Source: an optimization exercise on an open RTL-to-GDS flow (aim: small area, a short achievable clock period and few clock cycles). Production flows keep margins and buffers that such runs may drop. No activity file was given, so power comes from the tool's default toggle rates.

Design GenTrianglePoints, start of the top module:
module GenTrianglePoints(
   i_clk, i_rst, i_start, i_v1, i_v2, i_v3,
   o_write, o_done, o_point
);
Size: ~2700 cells after synthesis, roughly 400 flip-flops, ~230 I/O pins, roughly 26000 um^2 of cells after synthesis.
Settings: LEC_CHECK=0, CAP_MARGIN=30, CORE_MARGIN=2, CORE_UTILIZATION=30, SLEW_MARGIN=20; clock period 24.0 ns.
run.sh (not shown) runs the stock make flow with config.mk's settings and CLKGATE_MAP_FILE= SYNTH_SCRIPT=/design/flow/synth_recipe.tcl, a recipe that flattens the netlist after the stock synthesis.
==> next run, changes <==
--- a/flow/design.v
+++ b/flow/design.v
@@ -161,56 +161,56 @@
    wire [10:0] xb = dir ? xlo : xhi;           
    wire [10:0] xa = dir ? xhi : xlo;           
    wire at_b = (x == xb);
    wire at_a = (x == xa);
    wire last_row = (y == yhi);
    wire fwd_ok    = ~at_a & ~ao_sum;
    wire walk_stop = at_b | bo_sum;
    wire emit = is_in & (st_sweep | (st_row & rsf));
    assign o_done  = st_idle;
    assign o_point = {5'd0, py, 5'd0, px};
-   wire cap = ~(st_dx | st_dy | st_box | st_mul | st_row | st_walk | st_sweep | st_down);
    wire mul_end  = st_mul & hb & (pos == 4'd0);
    wire row_fwd  = st_row & rsf & ~at_a;
    wire row_back = st_row & ~rsf;
    wire walk_mv  = st_walk & ~at_b;
    wire sw_fwd   = st_sweep & ~at_a;
    wire down_mv  = st_down;
    wire row_end  = (st_row & rsf & ~fwd_ok) | (st_sweep & ~fwd_ok);
-   wire n_dx    = cap & i_start;
-   wire n_dxc   = cap;                    
+   wire n_dx    = st_idle & i_start;
+   wire n_dxc   = st_idle;                
    wire n_dy    = st_dx;
    wire n_box   = st_dy;
    wire n_mul   = st_box | (st_mul & ~mul_end);
    wire n_row   = mul_end | down_mv;
    wire n_walk  = (st_row & ~rsf & ~bo_sum) | (st_walk & ~walk_stop);
    wire n_sweep = (st_row & rsf & fwd_ok) | (st_row & ~rsf & bo_sum) | (st_walk & walk_stop) |
                   (st_sweep & fwd_ok);
    wire n_down  = (row_end & ~last_row);
-   wire n_idle  = (cap & ~i_start) | (row_end & last_row);
+   wire n_idle  = (st_idle & ~i_start) | (row_end & last_row);
    wire n_dir = st_mul | (st_down ? ~dir : dir);
    wire n_rsf = st_mul | (st_down ? (at_a | ao_sum) : rsf);
    wire n_back = n_walk | (n_row & ~n_rsf);
    wire n_hb  = st_mul & ~hb;
    wire [3:0] n_pos = st_box ? 4'd14 : (hb ? pos - 4'd1 : pos);
    wire n_top = (n_pos == 4'd14);
    wire n_hi  = (n_pos >= 4'd4);
    wire nabit = (st_box ? by0[10] : (hb ? y[10] : x[10])) & n_hi;
    wire nb0 = w0[31];
    wire nb1 = w1[31];
    wire nb2 = w2[31];
    wire ndp0 = n_top ? (nabit | nb0) : (nabit & ~nb0);
    wire ndp1 = n_top ? (nabit | nb1) : (nabit & ~nb1);
    wire ndp2 = n_top ? (nabit | nb2) : (nabit & ~nb2);
    wire ndn0 = ~n_top & ~nabit & nb0;
    wire ndn1 = ~n_top & ~nabit & nb1;
    wire ndn2 = ~n_top & ~nabit & nb2;
+   wire cap = ~(st_dx | st_dy | st_box | st_mul | st_row | st_walk | st_sweep | st_down);
    wire e_en  = st_mul | row_fwd | row_back | walk_mv | sw_fwd | down_mv;
    wire [10:0] x_inc = x + 11'd1;
    wire [10:0] x_dec = x - 11'd1;
    wire x_fwd_mv  = row_fwd | sw_fwd;
    wire x_back_mv = row_back | walk_mv;
    always @(posedge i_clk) begin
       if (e_en) begin
          e0 <= s0;  e1 <= s1;  e2 <= s2;
       end
       if (cap | st_dx) begin
The changed run went through all stages and came out clean; clock-buffer cell count goes down by 5; setup slack gets worse by 0.36 ns; hold slack degrades by 0.0066 ns; synthesized area rises slightly; final area went up slightly; sequential share of layout area drops by 0.14 points; total power goes down by about a fifth; synthesized cell count is higher slightly; core utilization is about the same; clock skew came out higher by 0.020 ns; combinational power came out lower by about a fifth; wire length climbs by a few percent; critical path depth does not change.
Function was not checked in any run of this note: the RTL went through the layout flow alone.

==> separate check: timing with driven ports <==
The flow's constraints put no driver on any port. The routed layouts listed below were extracted and timed again, unchanged, in two steps.
Step 1 assumes that a clkbuf_16 drives the clock port and a buf_2 every other input.
Step 2 adds t to the input delays and takes it off the output delays; t is the mean of the earliest and latest rising clock arrival at the registers after step 1. Input paths then give back, and output paths get back, about the clock's delay inside the block.
Three values: ideal ports, drivers, drivers and shift; two values: the first two.
| run | t (ns) | slack for setup (ns) | latest minus earliest clock arrival (ns) |
|---|---|---|---|
| the first run | 0.650 | 17.752 / 17.685 / 18.044 | 0.028 / 0.028 |
| the second run | 0.660 | 17.392 / 17.322 / 17.982 | 0.048 / 0.048 |
After both steps setup and hold are still met in every run listed.
